Background: an optimization exercise with open tools, aiming at small area, a short achievable clock period and few clock cycles per item. Do not read the settings as production practice. No functional check of the RTL was part of this run.

==> flow/flow/run.sh <==
#!/bin/bash
# Standard ORFS layout, with the port buffers made of the smallest buffer
# cell and a clock tree without dummy loads.
set -euo pipefail
export BUFFER_PORTS_ARGS="-buffer_cell sky130_fd_sc_hd__buf_1"
export CTS_ARGS="-sink_clustering_enable -repair_clock_nets -dont_use_dummy_load -sink_clustering_size 80 -sink_clustering_max_diameter 400 -buf_list sky130_fd_sc_hd__clkbuf_16"
bash standard.sh > standard_flow.log 2>&1
==> flow/constraint.sdc <==
create_clock -name core_clock -period 4.0 [get_ports {clk}]
set_input_delay 0.8000 -clock core_clock [delete_from_list [all_inputs] [get_ports {clk}]]
set_output_delay 0.8000 -clock core_clock [all_outputs]
set_load 0.01 [all_outputs]
==> flow/design.v <==
module gcd( input [31:0] a_in,
            input [31:0] b_in,
            input start,
            input reset_n,
            input clk,
            output [31:0] result,
            output done);
  localparam int M = 3;           
  logic [32:0] a, b;              
  logic        fb;                
  logic [4:0]  k;                 
  logic        h;                 
  logic        busy;
  logic        bz;                
  wire k_zero = (k == 5'd0);
  wire a_zero = (a == 33'd0);
  wire a_odd = a[0] ^ a[32];
  wire b_odd = b[0] ^ fb;
  wire [32:0] ag0 = b & a;
  wire [32:0] ap  = b ^ a;
  wire [31:0] at  = b[31:0] | a[31:0];
  wire [31:0] ag  = {ag0[31:1], at[0]};
  wire cy_g0_1 = ag[1] | (at[1] & ag[0]);
  wire cy_p0_1 = at[1] & at[0];
  wire cy_g0_3 = ag[3] | (at[3] & ag[2]);
  wire cy_p0_3 = at[3] & at[2];
  wire cy_g0_5 = ag[5] | (at[5] & ag[4]);
  wire cy_p0_5 = at[5] & at[4];
  wire cy_g0_7 = ag[7] | (at[7] & ag[6]);
  wire cy_p0_7 = at[7] & at[6];
  wire cy_g0_9 = ag[9] | (at[9] & ag[8]);
  wire cy_p0_9 = at[9] & at[8];
  wire cy_g0_11 = ag[11] | (at[11] & ag[10]);
  wire cy_p0_11 = at[11] & at[10];
  wire cy_g0_13 = ag[13] | (at[13] & ag[12]);
  wire cy_p0_13 = at[13] & at[12];
  wire cy_g0_15 = ag[15] | (at[15] & ag[14]);
  wire cy_p0_15 = at[15] & at[14];
  wire cy_g0_17 = ag[17] | (at[17] & ag[16]);
  wire cy_p0_17 = at[17] & at[16];
  wire cy_g0_19 = ag[19] | (at[19] & ag[18]);
  wire cy_p0_19 = at[19] & at[18];
  wire cy_g0_21 = ag[21] | (at[21] & ag[20]);
  wire cy_p0_21 = at[21] & at[20];
  wire cy_g0_23 = ag[23] | (at[23] & ag[22]);
  wire cy_p0_23 = at[23] & at[22];
  wire cy_g0_25 = ag[25] | (at[25] & ag[24]);
  wire cy_p0_25 = at[25] & at[24];
  wire cy_g0_27 = ag[27] | (at[27] & ag[26]);
  wire cy_p0_27 = at[27] & at[26];
  wire cy_g0_29 = ag[29] | (at[29] & ag[28]);
  wire cy_p0_29 = at[29] & at[28];
  wire cy_g0_31 = ag[31] | (at[31] & ag[30]);
  wire cy_p0_31 = at[31] & at[30];
  wire cy_g1_3 = cy_g0_3 | (cy_p0_3 & cy_g0_1);
  wire cy_p1_3 = cy_p0_3 & cy_p0_1;
  wire cy_g1_7 = cy_g0_7 | (cy_p0_7 & cy_g0_5);
  wire cy_p1_7 = cy_p0_7 & cy_p0_5;
  wire cy_g1_11 = cy_g0_11 | (cy_p0_11 & cy_g0_9);
  wire cy_p1_11 = cy_p0_11 & cy_p0_9;
  wire cy_g1_15 = cy_g0_15 | (cy_p0_15 & cy_g0_13);
  wire cy_p1_15 = cy_p0_15 & cy_p0_13;
  wire cy_g1_19 = cy_g0_19 | (cy_p0_19 & cy_g0_17);
  wire cy_p1_19 = cy_p0_19 & cy_p0_17;
  wire cy_g1_23 = cy_g0_23 | (cy_p0_23 & cy_g0_21);
  wire cy_p1_23 = cy_p0_23 & cy_p0_21;
  wire cy_g1_27 = cy_g0_27 | (cy_p0_27 & cy_g0_25);
  wire cy_p1_27 = cy_p0_27 & cy_p0_25;
  wire cy_g1_31 = cy_g0_31 | (cy_p0_31 & cy_g0_29);
  wire cy_p1_31 = cy_p0_31 & cy_p0_29;
  wire cy_g2_7 = cy_g1_7 | (cy_p1_7 & cy_g1_3);
  wire cy_p2_7 = cy_p1_7 & cy_p1_3;
  wire cy_g2_15 = cy_g1_15 | (cy_p1_15 & cy_g1_11);
  wire cy_p2_15 = cy_p1_15 & cy_p1_11;
  wire cy_g2_23 = cy_g1_23 | (cy_p1_23 & cy_g1_19);
  wire cy_p2_23 = cy_p1_23 & cy_p1_19;
  wire cy_g2_31 = cy_g1_31 | (cy_p1_31 & cy_g1_27);
  wire cy_p2_31 = cy_p1_31 & cy_p1_27;
  wire cy_g3_15 = cy_g2_15 | (cy_p2_15 & cy_g2_7);
  wire cy_p3_15 = cy_p2_15 & cy_p2_7;
  wire cy_g3_31 = cy_g2_31 | (cy_p2_31 & cy_g2_23);
  wire cy_p3_31 = cy_p2_31 & cy_p2_23;
  wire cy_g4_31 = cy_g3_31 | (cy_p3_31 & cy_g3_15);
  wire cy_p4_31 = cy_p3_31 & cy_p3_15;
  wire cy_g5_23 = cy_g2_23 | (cy_p2_23 & cy_g3_15);
  wire cy_p5_23 = cy_p2_23 & cy_p3_15;
  wire cy_g6_11 = cy_g1_11 | (cy_p1_11 & cy_g2_7);
  wire cy_p6_11 = cy_p1_11 & cy_p2_7;
  wire cy_g6_19 = cy_g1_19 | (cy_p1_19 & cy_g3_15);
  wire cy_p6_19 = cy_p1_19 & cy_p3_15;
  wire cy_g6_27 = cy_g1_27 | (cy_p1_27 & cy_g5_23);
  wire cy_p6_27 = cy_p1_27 & cy_p5_23;
  wire cy_g7_5 = cy_g0_5 | (cy_p0_5 & cy_g1_3);
  wire cy_p7_5 = cy_p0_5 & cy_p1_3;
  wire cy_g7_9 = cy_g0_9 | (cy_p0_9 & cy_g2_7);
  wire cy_p7_9 = cy_p0_9 & cy_p2_7;
  wire cy_g7_13 = cy_g0_13 | (cy_p0_13 & cy_g6_11);
  wire cy_p7_13 = cy_p0_13 & cy_p6_11;
  wire cy_g7_17 = cy_g0_17 | (cy_p0_17 & cy_g3_15);
  wire cy_p7_17 = cy_p0_17 & cy_p3_15;
  wire cy_g7_21 = cy_g0_21 | (cy_p0_21 & cy_g6_19);
  wire cy_p7_21 = cy_p0_21 & cy_p6_19;
  wire cy_g7_25 = cy_g0_25 | (cy_p0_25 & cy_g5_23);
  wire cy_p7_25 = cy_p0_25 & cy_p5_23;
  wire cy_g7_29 = cy_g0_29 | (cy_p0_29 & cy_g6_27);
  wire cy_p7_29 = cy_p0_29 & cy_p6_27;
  wire cy_g8_2 = ag[2] | (at[2] & cy_g0_1);
  wire cy_p8_2 = at[2] & cy_p0_1;
  wire cy_g8_4 = ag[4] | (at[4] & cy_g1_3);
  wire cy_p8_4 = at[4] & cy_p1_3;
  wire cy_g8_6 = ag[6] | (at[6] & cy_g7_5);
  wire cy_p8_6 = at[6] & cy_p7_5;
  wire cy_g8_8 = ag[8] | (at[8] & cy_g2_7);
  wire cy_p8_8 = at[8] & cy_p2_7;
  wire cy_g8_10 = ag[10] | (at[10] & cy_g7_9);
  wire cy_p8_10 = at[10] & cy_p7_9;
  wire cy_g8_12 = ag[12] | (at[12] & cy_g6_11);
  wire cy_p8_12 = at[12] & cy_p6_11;
  wire cy_g8_14 = ag[14] | (at[14] & cy_g7_13);
  wire cy_p8_14 = at[14] & cy_p7_13;
  wire cy_g8_16 = ag[16] | (at[16] & cy_g3_15);
  wire cy_p8_16 = at[16] & cy_p3_15;
  wire cy_g8_18 = ag[18] | (at[18] & cy_g7_17);
  wire cy_p8_18 = at[18] & cy_p7_17;
  wire cy_g8_20 = ag[20] | (at[20] & cy_g6_19);
  wire cy_p8_20 = at[20] & cy_p6_19;
  wire cy_g8_22 = ag[22] | (at[22] & cy_g7_21);
  wire cy_p8_22 = at[22] & cy_p7_21;
  wire cy_g8_24 = ag[24] | (at[24] & cy_g5_23);
  wire cy_p8_24 = at[24] & cy_p5_23;
  wire cy_g8_26 = ag[26] | (at[26] & cy_g7_25);
  wire cy_p8_26 = at[26] & cy_p7_25;
  wire cy_g8_28 = ag[28] | (at[28] & cy_g6_27);
  wire cy_p8_28 = at[28] & cy_p6_27;
  wire cy_g8_30 = ag[30] | (at[30] & cy_g7_29);
  wire cy_p8_30 = at[30] & cy_p7_29;
  wire [31:0] cy_G = {cy_g4_31, cy_g8_30, cy_g7_29, cy_g8_28, cy_g6_27, cy_g8_26, cy_g7_25, cy_g8_24, cy_g5_23, cy_g8_22, cy_g7_21, cy_g8_20, cy_g6_19, cy_g8_18, cy_g7_17, cy_g8_16, cy_g3_15, cy_g8_14, cy_g7_13, cy_g8_12, cy_g6_11, cy_g8_10, cy_g7_9, cy_g8_8, cy_g2_7, cy_g8_6, cy_g7_5, cy_g8_4, cy_g1_3, cy_g8_2, cy_g0_1, ag[0]};
  wire [32:0] e = ap ^ {cy_G, 1'b1};        
  wire e_zero = &(a ^ b);                   
  wire swap = e[32] ^ b[32];                
  wire strip  = h || (!a_odd && !b_odd);    
  wire a_even = !a_odd && b_odd;
  wire odd    = a_odd && b_odd;
  logic [32:0] x;
  logic        fx;
  always_comb begin
    if (strip || a_even) begin x = a; fx = a[32]; end
    else if (odd)        begin x = e; fx = 1'b0;  end
    else                 begin x = b; fx = fb;    end
  end
  wire [3:0] xl = x[3:0] ^ {4{fx}};
  logic [32:0] xs;
  always_comb begin
    xs = {x[32], x[32:1]};
    if (strip) xs = {x[32], x[32:1]};
    else if (M >= 4 && xl[3:0] == 4'd0) xs = {{4{x[32]}}, x[32:4]};
    else if (M >= 3 && xl[2:0] == 3'd0) xs = {{3{x[32]}}, x[32:3]};
    else if (M >= 2 && xl[1:0] == 2'd0) xs = {{2{x[32]}}, x[32:2]};
  end
  wire conv = !fx && x[32] && xs[0];
  wire fin = bz || (odd && e_zero);
  assign done   = busy && fin && k_zero;
  assign result = a[31:0] ^ {32{a[32]}};
  always_ff @(posedge clk, negedge reset_n) begin
    if (!reset_n)                  busy <= 1'b0;
    else if (!busy)                busy <= start;
    else if (fin && k_zero)        busy <= 1'b0;
  end
  wire load = !busy && start;
  always_ff @(posedge clk) begin
    b  <= load ? {1'b1, ~b_in} : {xs[32:1], xs[0] & !conv};
    fb <= load | fx | conv;
  end
  always_ff @(posedge clk) begin
    if (load) begin
      a  <= {1'b0, a_in};
      k  <= '0;
      h  <= 1'b0;
      bz <= (b_in == 32'd0);
    end else if (busy && bz) begin
      if (!k_zero) begin
        a <= {a[31:0], a[32]};
        k <= k - 5'd1;
      end
    end else if (busy) begin
      bz <= odd ? e_zero : a_zero;
      if (strip) begin
        a <= b;
        h <= !h;
        if (h) k <= k + 5'd1;
      end else if (a_even || (odd && swap)) begin
        a <= b;
      end
    end
  end
endmodule
==> flow/standard.sh <==
#!/bin/bash
# synth_recipe.tcl (not shown) runs the flow's synth.tcl, then flattens the netlist and writes it again
# the make line also repeats each setting of config.mk as NAME=value (left out here)
make -C /OpenROAD-flow-scripts/flow DESIGN_CONFIG=/design/flow/config.mk WORK_HOME=/design/flow/orfs CLKGATE_MAP_FILE= SYNTH_SCRIPT=/design/flow/synth_recipe.tcl "${@:-finish}"
==> flow/config.mk <==
export PLATFORM = sky130hd
export DESIGN_NAME = gcd
export DESIGN_NICKNAME = gcd
export VERILOG_FILES = /design/flow/design.v
export SDC_FILE = /design/flow/constraint.sdc
export NUM_CORES = 4
export LEC_CHECK = 0
export CAP_MARGIN = 20
export CORE_MARGIN = 2
export CORE_UTILIZATION = 40
export PLACE_DENSITY = 0.6
export SETUP_SLACK_MARGIN = 0.6
export SLEW_MARGIN = 20
==> flow_summary.json <==
{
  "dp_hpwl_um": 16980,
  "grt_setup_unrepaired": "yes",
  "cp-end-kind": "flop",
  "grt.total_usage_pct": 24.70,
  "coreArea_um2": 17300,
  "cts_inserted_buffers": 9,
  "dieWidth_um": 136.8,
  "fin_nets": 1111,
  "cp-start-kind": "flop",
  "wl_per_cell_um": 19.30,
  "wl_um": 22880,
  "first_iter_violations": 499,
  "grt_overflow_total": 0,
  "firstDrtPassIters": 5,
  "seq_area_frac_synth_pct": 26.04,
  "synth-edff-count": 33,
  "chipHeight_um": 136.8,
  "initial_utilization_pct": 40.78,
  "rows": 48,
  "ys.flop_type": "dfxtp_1",
  "syn_area_um2": 7053,
  "place.gp.congestion": 0.8985,
  "required_ns": 4.22,
  "async_flop_share_pct": 1.333,
  "clock-sinks": 75,
  "ant_nets": 0,
  "slew_headroom_pct": 53.13,
  "criticalPathCategory": "flop to flop",
  "syn_area_per_cell_um2": 8.337,
  "vias": 6769,
  "clock-skew-final_ns": 0.01987,
  "cts_root_buf": "clkbuf_16",
  "grt_pass1_vias": 6263,
  "cts_buffer_depth": 2,
  "yosysWarnings": 1,
  "hp-class": "primary input to asynchronous set/reset pin",
  "critPathArrivalTime_ns": 3.79,
  "place_area_um2": 7777,
  "fmax_mhz": 280.8,
  "crit_path_max_fanout": 3,
  "ys_types": 63,
  "clk_transition_reported_paths_ns": 0.06,
  "grt_start_max_net_pins": 46,
  "slew_viol_final": 0,
  "io_pins": 100,
  "max_slew.worst_pin.slew_ns": 0.6967,
  "setup-tns-final_ns": 0,
  "grt_use_met1_pct": 35.26,
  "dieArea_um2": 18710,
  "fin_crit_sh_pct": 89.05,
  "synth-seq-cells": 75,
  "period_minus_slack_ns": 3.562,
  "syn-num-nets": 995,
  "slowest_delay_ns": 0.41,
  "finalSetupViolations": 0,
  "top_usage_layer": "met2",
  "postSynthCellCount": 846,
  "hold_viol_final": 0,
  "status": "complete, no violations",
  "avgViaCountPerCell": 5.712,
  "diodes": 0,
  "drc": 0,
  "drive_gt1_share_pct": 16.04,
  "clkLatencyLatePin_ns": 0.36,
  "h-tree-depth": 3,
  "path_cells": "inv_2 > ha_4 > fa_2 > nor2_4 > o311ai_4 > nand3_2 > a211oi_4 > buf_4 > buf_6 > inv_4 > a211o_1 > fa_2 > nand2_1 > a21oi_1 > a21oi_1 > nor2_1 > a211oi_2 > o22ai_1",
  "slowest_stage": "fa_2",
  "fin_area_um2": 8482,
  "synthToLayoutAreaGrowth_pct": 20.26,
  "grt_antenna_before_repair": 0,
  "maxCapViolCount": 0,
  "met3_usage_pct": 4.148,
  "gr-usage-met2_pct": 38.75,
  "grt_pass1_wl_um": 35240,
  "cts_tree": "yes",
  "port_buffers": 99
}
==> routing by layer <==
metal / vias up / part of all wire [%]
met5: - / 0
met4: 0 / 1.8
met3: 26 / 5.7
met2: 212 / 45
met1: 3268 / 47
li1: 3263 / -
==> final timing paths <==
path / cells past startpoint / start / slack [ns] / endpoint
max: 18 / a[0] / 0.44 / b[16]
min: 1 / reset_n / 0.21 / busy
max reg2reg: 18 / a[0] / 0.44 / b[16]
min reg2reg: 2 / k[4] / 0.52 / k[4]
max in group asynchronous: 1 / reset_n / 3.69 / busy
min in group core_clock: 2 / k[4] / 0.52 / k[4]
==> cell usage after synthesis (18+ instances only) <==
| cell type | number | area (µm²) |
|---|---|---|
| inv_1 | 87 | 326.6 |
| nor3_1 | 38 | 190.2 |
| a211oi_1 | 18 | 135.1 |
| edfxtp_1 | 33 | 991.0 |
| xor2_1 | 34 | 297.8 |
| xnor2_1 | 22 | 192.7 |
| nand2_1 | 68 | 255.2 |
| a21oi_1 | 59 | 295.3 |
| nor2_1 | 60 | 225.2 |
| ha_1 | 65 | 813.3 |
| a221o_1 | 32 | 320.3 |
| clkbuf_1 | 34 | 127.6 |
| nor4_1 | 20 | 125.1 |
| o21ai_0 | 52 | 260.3 |
| dfxtp_1 | 41 | 820.8 |
==> cell families (layout without fill, tap and decap cells) <==
| logic type | after synthesis | after routing | share of synthesized area, % |
|---|---|---|---|
| multiplexers | 7 | 7 | 0.9935 |
| adder cells (fa/ha/maj) | 82 | 82 | 16.36 |
| AND/OR/NAND/NOR | 228 | 228 | 15.19 |
| flip-flops | 75 | 75 | 26.04 |
| AO/OA/AOI/OAI | 255 | 255 | 25.76 |
| XOR/XNOR | 57 | 57 | 7.344 |
| buffers and inverters | 142 | 256 | 8.320 |
==> cells in the final DEF, fill, tap and decap left out, types with 8 or more instances in the layout <==
master / instances
nor3_1: 38
nor4_1: 15
nor2_1: 58
dfxtp_1: 38
buf_4: 58
xor2_1: 34
inv_1: 84
buf_1: 99
a21oi_2: 14
o21ai_0: 40
o211ai_1: 14
edfxtp_1: 33
a21oi_1: 46
fa_1: 10
nand2_1: 65
clkbuf_16: 9
a2bb2oi_1: 12
a221o_1: 32
xnor2_1: 18
o21ai_2: 8
a211oi_1: 12
o22ai_1: 13
ha_1: 64
nand4_1: 12
a211oi_2: 17
==> what timing repair did <==
item                       CTS  global route
setup endpoints to repair   39            56
hold buffers                 0             0
pin swaps                   12            41
setup buffers                5            23
gates resized for setup     32            37
==> stage by stage <==
step	cells	utilization [%]	setup WS, ns	hold WS (ns)
after CTS	1162	47.19	0.4581	0.2062
after floorplan	846	-	0.5444	0.4707
after global routing	1185	49.04	0.2491	0.2094
after detailed placement	1148	44.97	0.3306	0.5064
after global placement	1148	44.97	0.3269	0.4934
final	1185	49.04	0.4382	0.2092
==> area by class of cell <==
| class | instances | area [µm²] |
|---|---|---|
| Multi-Input combinational cell | 629 | 4964 |
| Clock buffer | 9 | 225.2 |
| Inverter | 88 | 332.8 |
| Sequential cell | 75 | 1841 |
| Tap cell | 225 | 281.5 |
| Timing Repair Buffer | 159 | 838.3 |
| Fill cell | 1702 | 8815 |
==> worst max-delay path, delay by kind of cell, from the launching register on <==
kind	cells	cell delay (ns)
AOI/OAI and AO/OA	7	1.47
adders and majority gates	3	0.78
DFF	1	0.40
buffers and inverters	4	0.40
and+or+nand+nor	4	0.37
==> registers in the layout, summed over array words and instances, names as in the netlist <==
name,cells
bz,1
a,33
fb,1
k,5
h,1
busy,1
b,33

[static timing again, ports no longer ideal]
Ports are ideal in the flow. The routed layout listed here was re-timed in OpenROAD.
Step 1 assumes that a clkbuf_16 drives the clock port and a buf_2 every other input.
Step 2 times the ports against the registers' clock, not the clock port: input delays grow and output delays shrink by t, the midpoint of the rising clock arrivals with the driver on.
Three values: ideal ports, drivers, drivers and shift; two values: the first two.
t (ns): 0.389
setup slack, ns: 0.438 / 0.438 / 0.438
hold WS [ns]: 0.209 / 0.193 / 0.517
After both steps setup and hold are still met in this run. The setup slack of this run moves by 0.000 ns with the drivers and by 0.000 ns with both steps.
